Background: an optimization exercise with open tools, aiming at small area and a short achievable clock period. Do not read the settings as production practice.
Function was checked by simulation only, so behaviour that the tests miss may differ from the original.

==> pepper <==
==> flow/design.v (excerpt) <==
module conv1d (
    input clk,
    input rst_n,
    input w_valid,
    input [47:0] w_in,
    input [15:0] x,
    input [15:0] b,
    output [31:0] y
);
clock: 10.0 ns
lec_check: 0
cap_margin: 70
core_margin: 2
core_utilization: 65
cts_buf_list: sky130_fd_sc_hd__clkbuf_4 sky130_fd_sc_hd__clkbuf_8
place_density: 0.75
setup_slack_margin: 5
slew_margin: 70
synth_hierarchical: 1
synth_minimum_keep_size: 0
standard.sh (not shown) runs the stock make flow with config.mk's settings and CLKGATE_MAP_FILE= SYNTH_SCRIPT=/design/flow/synth_recipe.tcl, a recipe that flattens the netlist after the stock synthesis.
==> flow/flow/run.sh <==
#!/bin/bash
# The standard layout (the standard.sh, unchanged), with plain buf_1
# cells as the port buffers instead of the delay buffers that ORFS's
# buffer_ports picks by default.  standard.sh's full output goes to
# standard.log; ORFS writes each step's log under orfs/logs/.
export BUFFER_PORTS_ARGS="-buffer_cell sky130_fd_sc_hd__buf_1"
bash standard.sh > standard.log 2>&1
==> lagoon (differences from pepper) <==
Settings changed: CORE_UTILIZATION 65 to 72, PLACE_DENSITY 0.75 to 0.8.
==> amber (differences from pepper) <==
Settings changed: CTS_BUF_LIST sky130_fd_sc_hd__clkbuf_4 sky130_fd_sc_hd__clkbuf_8 to not set.
==> key figures <==
Critical path
  – CP bufs+invs: 0
  – Cell count along the critical path: 13

Run status
  – Run status: finished clean

Cells and area
  – Area grow syn2layout: 10.4%

Floorplanning
  – Well tap count: 607
  – Vertical extent of the die: 220 µm
the above is filed under amber

==> key figures <==
Global routing
  – Number of antenna violations at the first check in global routing: 0
  – Met3 track utilization from global routing: 7.90%

Synth
  – Synthesized-area fraction occupied by and/or/nand/nor cells: 2.80%

Critical path
  – Cell count along the critical path: 13

Cells and area
  – Area grow syn2layout: 9.78%

Route
  – First-iteration detailed-routing DRC count: 2097

Run status
  – Run status: finished clean

Floorplanning
  – Well tap count: 539
  – Vertical extent of the die: 209 µm
the above is filed under lagoon

==> key figures <==
Critical path
  – CP bufs+invs: 0
  – Cell count along the critical path: 12

Floorplanning
  – Well tap count: 607
  – Vertical extent of the die: 220 µm

Cells and area
  – Area grow syn2layout: 10.6%
  – Non-CTS inverters: 9

Run status
  – Run status: finished clean
the above is filed under pepper


==> 09-27 <==
Another version of the RTL of conv1d (not shown whole).
Settings: LEC_CHECK=0, CAP_MARGIN=75, CORE_MARGIN=2, CORE_UTILIZATION=65, CTS_CLUSTER_DIAMETER=100, CTS_CLUSTER_SIZE=30, PLACE_DENSITY=0.75, SETUP_SLACK_MARGIN=5, SLEW_MARGIN=75, SYNTH_HIERARCHICAL=1, SYNTH_MINIMUM_KEEP_SIZE=0; clock period 10.0 ns.
Scripts as last shown in full above: flow/flow/run.sh
==> 12-23 (differences from 09-27) <==
--- a/flow/design.v
+++ b/flow/design.v
@@ -1717,13 +1717,13 @@
   wire m2_131 = ((w2n[12] & none[7]) | (w2n[11] & ntwo[7])) ^ nneg[7];
   wire m2_132 = ((w2n[13] & none[7]) | (w2n[12] & ntwo[7])) ^ nneg[7];
   wire m2_133 = ((w2n[14] & none[7]) | (w2n[13] & ntwo[7])) ^ nneg[7];
   wire m2_134 = ((w2n[15] & none[7]) | (w2n[14] & ntwo[7])) ^ nneg[7];
   wire m2_135 = ~(((w2n[15] & none[7]) | (w2n[15] & ntwo[7])) ^ nneg[7]);
   wire m2_136, m2_137;
-  HA_2_2 u_m2_136 (.a(bc0_12), .b(bc1_12), .cout(m2_137), .sum(m2_136));
+  HA_2_2 u_m2_136 (.a(nneg[6]), .b(bc0_12), .cout(m2_137), .sum(m2_136));
   wire m2_138, m2_139;
   HA_2_2 u_m2_138 (.a(bc0_13), .b(bc1_13), .cout(m2_139), .sum(m2_138));
   wire m2_140, m2_141;
   CSA_3_2 u_m2_140 (.a(bc0_14), .b(bc1_14), .cin(nneg[7]), .cout(m2_141), .sum(m2_140));
   wire m2_142, m2_143;
   HA_2_2 u_m2_142 (.a(m2_104), .b(m2_119), .cout(m2_143), .sum(m2_142));
@@ -1737,37 +1737,37 @@
   HA_2_2 u_m2_150 (.a(m2_121), .b(m2_16), .cout(m2_151), .sum(m2_150));
   wire m2_152, m2_153;
   CSA_3_2 u_m2_152 (.a(bc0_17), .b(bc1_17), .cin(m2_107), .cout(m2_153), .sum(m2_152));
   wire m2_154, m2_155;
   HA_2_2 u_m2_154 (.a(bc0_18), .b(bc1_18), .cout(m2_155), .sum(m2_154));
   wire m2_156, m2_157;
-  HA_2_2 u_m2_156 (.a(bc0_6), .b(bc1_6), .cout(m2_157), .sum(m2_156));
+  HA_2_2 u_m2_156 (.a(nneg[3]), .b(bc0_6), .cout(m2_157), .sum(m2_156));
   wire m2_158, m2_159;
   HA_2_2 u_m2_158 (.a(bc0_7), .b(bc1_7), .cout(m2_159), .sum(m2_158));
   wire m2_160, m2_161;
-  CSA_3_2 u_m2_160 (.a(bc0_8), .b(bc1_8), .cin(nneg[4]), .cout(m2_161), .sum(m2_160));
+  CSA_3_2 u_m2_160 (.a(nneg[4]), .b(bc0_8), .cin(bc1_8), .cout(m2_161), .sum(m2_160));
   wire m2_162, m2_163;
   HA_2_2 u_m2_162 (.a(m2_23), .b(m2_38), .cout(m2_163), .sum(m2_162));
   wire m2_164, m2_165;
   CSA_3_2 u_m2_164 (.a(bc0_9), .b(bc1_9), .cin(m2_24), .cout(m2_165), .sum(m2_164));
   wire m2_166, m2_167;
   HA_2_2 u_m2_166 (.a(m2_39), .b(m2_54), .cout(m2_167), .sum(m2_166));
   wire m2_168, m2_169;
-  CSA_3_2 u_m2_168 (.a(bc0_10), .b(bc1_10), .cin(nneg[5]), .cout(m2_169), .sum(m2_168));
+  CSA_3_2 u_m2_168 (.a(nneg[5]), .b(bc0_10), .cin(bc1_10), .cout(m2_169), .sum(m2_168));
   wire m2_170, m2_171;
   CSA_3_2 u_m2_170 (.a(m2_10), .b(m2_25), .cin(m2_40), .cout(m2_171), .sum(m2_170));
   wire m2_172, m2_173;
   HA_2_2 u_m2_172 (.a(m2_55), .b(m2_70), .cout(m2_173), .sum(m2_172));
   wire m2_174, m2_175;
   CSA_3_2 u_m2_174 (.a(bc0_11), .b(bc1_11), .cin(m2_11), .cout(m2_175), .sum(m2_174));
   wire m2_176, m2_177;
   CSA_3_2 u_m2_176 (.a(m2_26), .b(m2_41), .cin(m2_56), .cout(m2_177), .sum(m2_176));
   wire m2_178, m2_179;
   HA_2_2 u_m2_178 (.a(m2_71), .b(m2_86), .cout(m2_179), .sum(m2_178));
   wire m2_180, m2_181;
-  CSA_3_2 u_m2_180 (.a(m2_136), .b(nneg[6]), .cin(m2_102), .cout(m2_181), .sum(m2_180));
+  CSA_3_2 u_m2_180 (.a(bc1_12), .b(m2_136), .cin(m2_102), .cout(m2_181), .sum(m2_180));
   wire m2_182, m2_183;
   CSA_3_2 u_m2_182 (.a(m2_12), .b(m2_27), .cin(m2_42), .cout(m2_183), .sum(m2_182));
   wire m2_184, m2_185;
   CSA_3_2 u_m2_184 (.a(m2_57), .b(m2_72), .cin(m2_87), .cout(m2_185), .sum(m2_184));
   wire m2_186, m2_187;
   CSA_3_2 u_m2_186 (.a(m2_137), .b(m2_138), .cin(m2_103), .cout(m2_187), .sum(m2_186));
@@ -2597,41 +2597,41 @@
       bc1_28 <= m1_462;
       bc0_29 <= m1_464;
       bc1_29 <= m1_463;
       bc0_30 <= m1_466;
       bc1_30 <= m1_465;
       bc0_31 <= m1_467;
-      sc0_0 <= bc0_0;
-      sc1_0 <= bc1_0;
-      sc2_0 <= nneg[0];
+      sc0_0 <= nneg[0];
+      sc1_0 <= bc0_0;
+      sc2_0 <= bc1_0;
       sc3_0 <= m2_0;
       sc0_1 <= bc0_1;
       sc1_1 <= bc1_1;
       sc2_1 <= m2_1;
-      sc0_2 <= bc0_2;
-      sc1_2 <= bc1_2;
-      sc2_2 <= nneg[1];
+      sc0_2 <= nneg[1];
+      sc1_2 <= bc0_2;
+      sc2_2 <= bc1_2;
       sc3_2 <= m2_17;
       sc4_2 <= m2_2;
       sc0_3 <= bc0_3;
       sc1_3 <= bc1_3;
       sc2_3 <= m2_18;
       sc3_3 <= m2_3;
-      sc0_4 <= bc0_4;
-      sc1_4 <= bc1_4;
-      sc2_4 <= nneg[2];
+      sc0_4 <= nneg[2];
+      sc1_4 <= bc0_4;
+      sc2_4 <= bc1_4;
       sc3_4 <= m2_19;
       sc4_4 <= m2_34;
       sc5_4 <= m2_4;
       sc0_5 <= bc0_5;
       sc1_5 <= bc1_5;
       sc2_5 <= m2_20;
       sc3_5 <= m2_35;
       sc4_5 <= m2_5;
-      sc0_6 <= m2_156;
-      sc1_6 <= nneg[3];
+      sc0_6 <= bc1_6;
+      sc1_6 <= m2_156;
       sc2_6 <= m2_21;
       sc3_6 <= m2_36;
       sc4_6 <= m2_51;
       sc5_6 <= m2_6;
       sc0_7 <= m2_157;
       sc1_7 <= m2_158;
==> flow/config.mk (replaced) <==
export PLATFORM = sky130hd
export DESIGN_NAME = conv1d
export DESIGN_NICKNAME = conv1d
export VERILOG_FILES = /design/flow/design.v
export SDC_FILE = /design/flow/constraint.sdc
export NUM_CORES = 4
export LEC_CHECK = 0
export CAP_MARGIN = 75
export CORE_MARGIN = 2
export CORE_UTILIZATION = 60
export CTS_CLUSTER_DIAMETER = 100
export CTS_CLUSTER_SIZE = 30
export PLACE_DENSITY = 0.7
export SETUP_SLACK_MARGIN = 5
export SLEW_MARGIN = 75
export SYNTH_HIERARCHICAL = 1
export SYNTH_MINIMUM_KEEP_SIZE = 0
==> 01-12 (differences from 09-27) <==
--- a/flow/design.v
+++ b/flow/design.v
@@ -1717,13 +1717,13 @@
   wire m2_131 = ((w2n[12] & none[7]) | (w2n[11] & ntwo[7])) ^ nneg[7];
   wire m2_132 = ((w2n[13] & none[7]) | (w2n[12] & ntwo[7])) ^ nneg[7];
   wire m2_133 = ((w2n[14] & none[7]) | (w2n[13] & ntwo[7])) ^ nneg[7];
   wire m2_134 = ((w2n[15] & none[7]) | (w2n[14] & ntwo[7])) ^ nneg[7];
   wire m2_135 = ~(((w2n[15] & none[7]) | (w2n[15] & ntwo[7])) ^ nneg[7]);
   wire m2_136, m2_137;
-  HA_2_2 u_m2_136 (.a(bc0_12), .b(bc1_12), .cout(m2_137), .sum(m2_136));
+  HA_2_2 u_m2_136 (.a(nneg[6]), .b(bc0_12), .cout(m2_137), .sum(m2_136));
   wire m2_138, m2_139;
   HA_2_2 u_m2_138 (.a(bc0_13), .b(bc1_13), .cout(m2_139), .sum(m2_138));
   wire m2_140, m2_141;
   CSA_3_2 u_m2_140 (.a(bc0_14), .b(bc1_14), .cin(nneg[7]), .cout(m2_141), .sum(m2_140));
   wire m2_142, m2_143;
   HA_2_2 u_m2_142 (.a(m2_104), .b(m2_119), .cout(m2_143), .sum(m2_142));
@@ -1737,37 +1737,37 @@
   HA_2_2 u_m2_150 (.a(m2_121), .b(m2_16), .cout(m2_151), .sum(m2_150));
   wire m2_152, m2_153;
   CSA_3_2 u_m2_152 (.a(bc0_17), .b(bc1_17), .cin(m2_107), .cout(m2_153), .sum(m2_152));
   wire m2_154, m2_155;
   HA_2_2 u_m2_154 (.a(bc0_18), .b(bc1_18), .cout(m2_155), .sum(m2_154));
   wire m2_156, m2_157;
-  HA_2_2 u_m2_156 (.a(bc0_6), .b(bc1_6), .cout(m2_157), .sum(m2_156));
+  HA_2_2 u_m2_156 (.a(nneg[3]), .b(bc0_6), .cout(m2_157), .sum(m2_156));
   wire m2_158, m2_159;
   HA_2_2 u_m2_158 (.a(bc0_7), .b(bc1_7), .cout(m2_159), .sum(m2_158));
   wire m2_160, m2_161;
-  CSA_3_2 u_m2_160 (.a(bc0_8), .b(bc1_8), .cin(nneg[4]), .cout(m2_161), .sum(m2_160));
+  CSA_3_2 u_m2_160 (.a(nneg[4]), .b(bc0_8), .cin(bc1_8), .cout(m2_161), .sum(m2_160));
   wire m2_162, m2_163;
   HA_2_2 u_m2_162 (.a(m2_23), .b(m2_38), .cout(m2_163), .sum(m2_162));
   wire m2_164, m2_165;
   CSA_3_2 u_m2_164 (.a(bc0_9), .b(bc1_9), .cin(m2_24), .cout(m2_165), .sum(m2_164));
   wire m2_166, m2_167;
   HA_2_2 u_m2_166 (.a(m2_39), .b(m2_54), .cout(m2_167), .sum(m2_166));
   wire m2_168, m2_169;
-  CSA_3_2 u_m2_168 (.a(bc0_10), .b(bc1_10), .cin(nneg[5]), .cout(m2_169), .sum(m2_168));
+  CSA_3_2 u_m2_168 (.a(nneg[5]), .b(bc0_10), .cin(bc1_10), .cout(m2_169), .sum(m2_168));
   wire m2_170, m2_171;
   CSA_3_2 u_m2_170 (.a(m2_10), .b(m2_25), .cin(m2_40), .cout(m2_171), .sum(m2_170));
   wire m2_172, m2_173;
   HA_2_2 u_m2_172 (.a(m2_55), .b(m2_70), .cout(m2_173), .sum(m2_172));
   wire m2_174, m2_175;
   CSA_3_2 u_m2_174 (.a(bc0_11), .b(bc1_11), .cin(m2_11), .cout(m2_175), .sum(m2_174));
   wire m2_176, m2_177;
   CSA_3_2 u_m2_176 (.a(m2_26), .b(m2_41), .cin(m2_56), .cout(m2_177), .sum(m2_176));
   wire m2_178, m2_179;
   HA_2_2 u_m2_178 (.a(m2_71), .b(m2_86), .cout(m2_179), .sum(m2_178));
   wire m2_180, m2_181;
-  CSA_3_2 u_m2_180 (.a(m2_136), .b(nneg[6]), .cin(m2_102), .cout(m2_181), .sum(m2_180));
+  CSA_3_2 u_m2_180 (.a(bc1_12), .b(m2_136), .cin(m2_102), .cout(m2_181), .sum(m2_180));
   wire m2_182, m2_183;
   CSA_3_2 u_m2_182 (.a(m2_12), .b(m2_27), .cin(m2_42), .cout(m2_183), .sum(m2_182));
   wire m2_184, m2_185;
   CSA_3_2 u_m2_184 (.a(m2_57), .b(m2_72), .cin(m2_87), .cout(m2_185), .sum(m2_184));
   wire m2_186, m2_187;
   CSA_3_2 u_m2_186 (.a(m2_137), .b(m2_138), .cin(m2_103), .cout(m2_187), .sum(m2_186));
@@ -2597,41 +2597,41 @@
       bc1_28 <= m1_462;
       bc0_29 <= m1_464;
       bc1_29 <= m1_463;
       bc0_30 <= m1_466;
       bc1_30 <= m1_465;
       bc0_31 <= m1_467;
-      sc0_0 <= bc0_0;
-      sc1_0 <= bc1_0;
-      sc2_0 <= nneg[0];
+      sc0_0 <= nneg[0];
+      sc1_0 <= bc0_0;
+      sc2_0 <= bc1_0;
       sc3_0 <= m2_0;
       sc0_1 <= bc0_1;
       sc1_1 <= bc1_1;
       sc2_1 <= m2_1;
-      sc0_2 <= bc0_2;
-      sc1_2 <= bc1_2;
-      sc2_2 <= nneg[1];
+      sc0_2 <= nneg[1];
+      sc1_2 <= bc0_2;
+      sc2_2 <= bc1_2;
       sc3_2 <= m2_17;
       sc4_2 <= m2_2;
       sc0_3 <= bc0_3;
       sc1_3 <= bc1_3;
       sc2_3 <= m2_18;
       sc3_3 <= m2_3;
-      sc0_4 <= bc0_4;
-      sc1_4 <= bc1_4;
-      sc2_4 <= nneg[2];
+      sc0_4 <= nneg[2];
+      sc1_4 <= bc0_4;
+      sc2_4 <= bc1_4;
       sc3_4 <= m2_19;
       sc4_4 <= m2_34;
       sc5_4 <= m2_4;
       sc0_5 <= bc0_5;
       sc1_5 <= bc1_5;
       sc2_5 <= m2_20;
       sc3_5 <= m2_35;
       sc4_5 <= m2_5;
-      sc0_6 <= m2_156;
-      sc1_6 <= nneg[3];
+      sc0_6 <= bc1_6;
+      sc1_6 <= m2_156;
       sc2_6 <= m2_21;
       sc3_6 <= m2_36;
       sc4_6 <= m2_51;
       sc5_6 <= m2_6;
       sc0_7 <= m2_157;
       sc1_7 <= m2_158;
--- a/flow/config.mk
+++ b/flow/config.mk
@@ -5,13 +5,13 @@
 export SDC_FILE = /design/flow/constraint.sdc
 export NUM_CORES = 4
 export LEC_CHECK = 0
 export CAP_MARGIN = 75
 export CORE_MARGIN = 2
 export CORE_UTILIZATION = 65
-export CTS_CLUSTER_DIAMETER = 100
+export CTS_CLUSTER_DIAMETER = 80
 export CTS_CLUSTER_SIZE = 30
 export PLACE_DENSITY = 0.75
 export SETUP_SLACK_MARGIN = 5
 export SLEW_MARGIN = 75
 export SYNTH_HIERARCHICAL = 1
 export SYNTH_MINIMUM_KEEP_SIZE = 0
==> 05-26 (differences from 09-27) <==
--- a/flow/design.v
+++ b/flow/design.v
@@ -1717,13 +1717,13 @@
   wire m2_131 = ((w2n[12] & none[7]) | (w2n[11] & ntwo[7])) ^ nneg[7];
   wire m2_132 = ((w2n[13] & none[7]) | (w2n[12] & ntwo[7])) ^ nneg[7];
   wire m2_133 = ((w2n[14] & none[7]) | (w2n[13] & ntwo[7])) ^ nneg[7];
   wire m2_134 = ((w2n[15] & none[7]) | (w2n[14] & ntwo[7])) ^ nneg[7];
   wire m2_135 = ~(((w2n[15] & none[7]) | (w2n[15] & ntwo[7])) ^ nneg[7]);
   wire m2_136, m2_137;
-  HA_2_2 u_m2_136 (.a(bc0_12), .b(bc1_12), .cout(m2_137), .sum(m2_136));
+  HA_2_2 u_m2_136 (.a(nneg[6]), .b(bc0_12), .cout(m2_137), .sum(m2_136));
   wire m2_138, m2_139;
   HA_2_2 u_m2_138 (.a(bc0_13), .b(bc1_13), .cout(m2_139), .sum(m2_138));
   wire m2_140, m2_141;
   CSA_3_2 u_m2_140 (.a(bc0_14), .b(bc1_14), .cin(nneg[7]), .cout(m2_141), .sum(m2_140));
   wire m2_142, m2_143;
   HA_2_2 u_m2_142 (.a(m2_104), .b(m2_119), .cout(m2_143), .sum(m2_142));
@@ -1737,37 +1737,37 @@
   HA_2_2 u_m2_150 (.a(m2_121), .b(m2_16), .cout(m2_151), .sum(m2_150));
   wire m2_152, m2_153;
   CSA_3_2 u_m2_152 (.a(bc0_17), .b(bc1_17), .cin(m2_107), .cout(m2_153), .sum(m2_152));
   wire m2_154, m2_155;
   HA_2_2 u_m2_154 (.a(bc0_18), .b(bc1_18), .cout(m2_155), .sum(m2_154));
   wire m2_156, m2_157;
-  HA_2_2 u_m2_156 (.a(bc0_6), .b(bc1_6), .cout(m2_157), .sum(m2_156));
+  HA_2_2 u_m2_156 (.a(nneg[3]), .b(bc0_6), .cout(m2_157), .sum(m2_156));
   wire m2_158, m2_159;
   HA_2_2 u_m2_158 (.a(bc0_7), .b(bc1_7), .cout(m2_159), .sum(m2_158));
   wire m2_160, m2_161;
-  CSA_3_2 u_m2_160 (.a(bc0_8), .b(bc1_8), .cin(nneg[4]), .cout(m2_161), .sum(m2_160));
+  CSA_3_2 u_m2_160 (.a(nneg[4]), .b(bc0_8), .cin(bc1_8), .cout(m2_161), .sum(m2_160));
   wire m2_162, m2_163;
   HA_2_2 u_m2_162 (.a(m2_23), .b(m2_38), .cout(m2_163), .sum(m2_162));
   wire m2_164, m2_165;
   CSA_3_2 u_m2_164 (.a(bc0_9), .b(bc1_9), .cin(m2_24), .cout(m2_165), .sum(m2_164));
   wire m2_166, m2_167;
   HA_2_2 u_m2_166 (.a(m2_39), .b(m2_54), .cout(m2_167), .sum(m2_166));
   wire m2_168, m2_169;
-  CSA_3_2 u_m2_168 (.a(bc0_10), .b(bc1_10), .cin(nneg[5]), .cout(m2_169), .sum(m2_168));
+  CSA_3_2 u_m2_168 (.a(nneg[5]), .b(bc0_10), .cin(bc1_10), .cout(m2_169), .sum(m2_168));
   wire m2_170, m2_171;
   CSA_3_2 u_m2_170 (.a(m2_10), .b(m2_25), .cin(m2_40), .cout(m2_171), .sum(m2_170));
   wire m2_172, m2_173;
   HA_2_2 u_m2_172 (.a(m2_55), .b(m2_70), .cout(m2_173), .sum(m2_172));
   wire m2_174, m2_175;
   CSA_3_2 u_m2_174 (.a(bc0_11), .b(bc1_11), .cin(m2_11), .cout(m2_175), .sum(m2_174));
   wire m2_176, m2_177;
   CSA_3_2 u_m2_176 (.a(m2_26), .b(m2_41), .cin(m2_56), .cout(m2_177), .sum(m2_176));
   wire m2_178, m2_179;
   HA_2_2 u_m2_178 (.a(m2_71), .b(m2_86), .cout(m2_179), .sum(m2_178));
   wire m2_180, m2_181;
-  CSA_3_2 u_m2_180 (.a(m2_136), .b(nneg[6]), .cin(m2_102), .cout(m2_181), .sum(m2_180));
+  CSA_3_2 u_m2_180 (.a(bc1_12), .b(m2_136), .cin(m2_102), .cout(m2_181), .sum(m2_180));
   wire m2_182, m2_183;
   CSA_3_2 u_m2_182 (.a(m2_12), .b(m2_27), .cin(m2_42), .cout(m2_183), .sum(m2_182));
   wire m2_184, m2_185;
   CSA_3_2 u_m2_184 (.a(m2_57), .b(m2_72), .cin(m2_87), .cout(m2_185), .sum(m2_184));
   wire m2_186, m2_187;
   CSA_3_2 u_m2_186 (.a(m2_137), .b(m2_138), .cin(m2_103), .cout(m2_187), .sum(m2_186));
@@ -2597,41 +2597,41 @@
       bc1_28 <= m1_462;
       bc0_29 <= m1_464;
       bc1_29 <= m1_463;
       bc0_30 <= m1_466;
       bc1_30 <= m1_465;
       bc0_31 <= m1_467;
-      sc0_0 <= bc0_0;
-      sc1_0 <= bc1_0;
-      sc2_0 <= nneg[0];
+      sc0_0 <= nneg[0];
+      sc1_0 <= bc0_0;
+      sc2_0 <= bc1_0;
       sc3_0 <= m2_0;
       sc0_1 <= bc0_1;
       sc1_1 <= bc1_1;
       sc2_1 <= m2_1;
-      sc0_2 <= bc0_2;
-      sc1_2 <= bc1_2;
-      sc2_2 <= nneg[1];
+      sc0_2 <= nneg[1];
+      sc1_2 <= bc0_2;
+      sc2_2 <= bc1_2;
       sc3_2 <= m2_17;
       sc4_2 <= m2_2;
       sc0_3 <= bc0_3;
       sc1_3 <= bc1_3;
       sc2_3 <= m2_18;
       sc3_3 <= m2_3;
-      sc0_4 <= bc0_4;
-      sc1_4 <= bc1_4;
-      sc2_4 <= nneg[2];
+      sc0_4 <= nneg[2];
+      sc1_4 <= bc0_4;
+      sc2_4 <= bc1_4;
       sc3_4 <= m2_19;
       sc4_4 <= m2_34;
       sc5_4 <= m2_4;
       sc0_5 <= bc0_5;
       sc1_5 <= bc1_5;
       sc2_5 <= m2_20;
       sc3_5 <= m2_35;
       sc4_5 <= m2_5;
-      sc0_6 <= m2_156;
-      sc1_6 <= nneg[3];
+      sc0_6 <= bc1_6;
+      sc1_6 <= m2_156;
       sc2_6 <= m2_21;
       sc3_6 <= m2_36;
       sc4_6 <= m2_51;
       sc5_6 <= m2_6;
       sc0_7 <= m2_157;
       sc1_7 <= m2_158;
--- a/flow/config.mk
+++ b/flow/config.mk
@@ -2,13 +2,13 @@
 export DESIGN_NAME = conv1d
 export DESIGN_NICKNAME = conv1d
 export VERILOG_FILES = /design/flow/design.v
 export SDC_FILE = /design/flow/constraint.sdc
 export NUM_CORES = 4
 export LEC_CHECK = 0
-export CAP_MARGIN = 75
+export CAP_MARGIN = 60
 export CORE_MARGIN = 2
 export CORE_UTILIZATION = 65
 export CTS_CLUSTER_DIAMETER = 100
 export CTS_CLUSTER_SIZE = 30
 export PLACE_DENSITY = 0.75
 export SETUP_SLACK_MARGIN = 5
==> summary of the runs <==
- Clock-buffer cell count is the same in 12-23 and 05-26.
- Worst hold slack: 05-26 > 09-27 > 01-12 > 12-23.
- Utilization: 09-27 is lower than 01-12 (0.63 points).
- Global-route usage, lowest first: 12-23, 05-26, 01-12, 09-27.
- Register-to-register slack: 12-23 is higher than 09-27 (20 ps).
- Cell area: 01-12 > 12-23 > 09-27 > 05-26.
==> figures <==
metric	09-27	05-26	01-12	12-23
Final worst-path cycle share	38.4%	38.2%	37.7%	38.3%
Endpoint with the worst hold slack	a21_22$_DFF_PN0_	a21_23$_DFF_PN0_	a20_22$_DFF_PN1_	a21_20$_DFF_PN0_
Area share of xor/xnor cells in the synthesized design	13.0%	13.0%	13.0%	13.0%
Global-route wire length before repair	113000 um	111000 um	111000 um	115000 um
Metal3 WL	5740 um	6040 um	6100 um	5610 um
Capture point of the worst path	yr[31]$_DFF_PN0_	sc5_17$_DFF_PN0_	yr[31]$_DFF_PN0_	yr[31]$_DFF_PN0_
CP required	10430 ps	10430 ps	10490 ps	10480 ps
Final hold slack	344 ps	354 ps	336 ps	329 ps
Total Nets Final	2795	2790	2798	2794
Met2 wire length	34300 um	33800 um	33800 um	34600 um
Via density	6.37	6.42	6.36	6.21
Num CTS Buffers	20	19	27	21
Post-Place Cells	2809	2805	2805	2873
Sequential-to-total area share from yosys stat	38.6%	38.6%	38.6%	38.6%
Wire per inst	25.0 um	24.5 um	24.5 um	24.5 um
Area inside the core boundary	0.0463 mm2	0.0463 mm2	0.0463 mm2	0.0500 mm2
Fraction of met1 tracks used by global routing	43.8%	41.9%	41.7%	40.1%
Buf+Inv Stages, Crit Path	1	3	0	1
Run status	complete, no violations	complete, no violations	complete, no violations	complete, no violations

## static timing again, ports no longer ideal
The flow's constraints put no driver on any port. The routed layouts listed below were extracted and timed again, unchanged, in two steps. Step 1: set_driving_cell puts a clkbuf_16 on clk and a buf_2 on each other input, an assumption about the parent block. Step 2 also shifts input and output timing later by t, the mid clock arrival at the registers, as if the neighbouring blocks saw the same clock. a / b / c = ideal / step 1 / step 2; a / b = the first two.
| run | shift t [ns] | slack for setup (ns) | hold WS [ns] | clock arrival spread, ns | worst register clock-pin slew, ns |
|---|---|---|---|---|---|
| pepper | 0.699 | 5.827 / 5.827 / 5.332 | 0.329 / 0.329 / 0.329 | 0.048 / 0.048 | 0.07 / 0.07 |
| lagoon | 0.716 | 5.792 / 5.792 / 5.334 | 0.344 / 0.344 / 0.344 | 0.026 / 0.026 | 0.07 / 0.07 |
| amber | 0.647 | 5.819 / 5.819 / 5.348 | 0.342 / 0.342 / 0.342 | 0.035 / 0.035 | 0.07 / 0.07 |
| 09-27 | 0.614 | 6.156 / 6.156 / 5.644 | 0.344 / 0.344 / 0.344 | 0.024 / 0.024 | 0.12 / 0.12 |
| 12-23 | 0.631 | 6.171 / 6.171 / 5.631 | 0.329 / 0.329 / 0.329 | 0.053 / 0.053 | 0.12 / 0.12 |
| 01-12 | 0.647 | 6.229 / 6.229 / 5.630 | 0.336 / 0.336 / 0.336 | 0.036 / 0.035 | 0.11 / 0.11 |
| 05-26 | 0.605 | 6.176 / 6.198 / 5.609 | 0.354 / 0.354 / 0.354 | 0.022 / 0.023 | 0.12 / 0.12 |
After both steps setup and hold are still met in every run listed. For 01-12, which loses most, drivers alone change the setup slack by 0.000 ns; drivers and shift together by -0.599 ns.
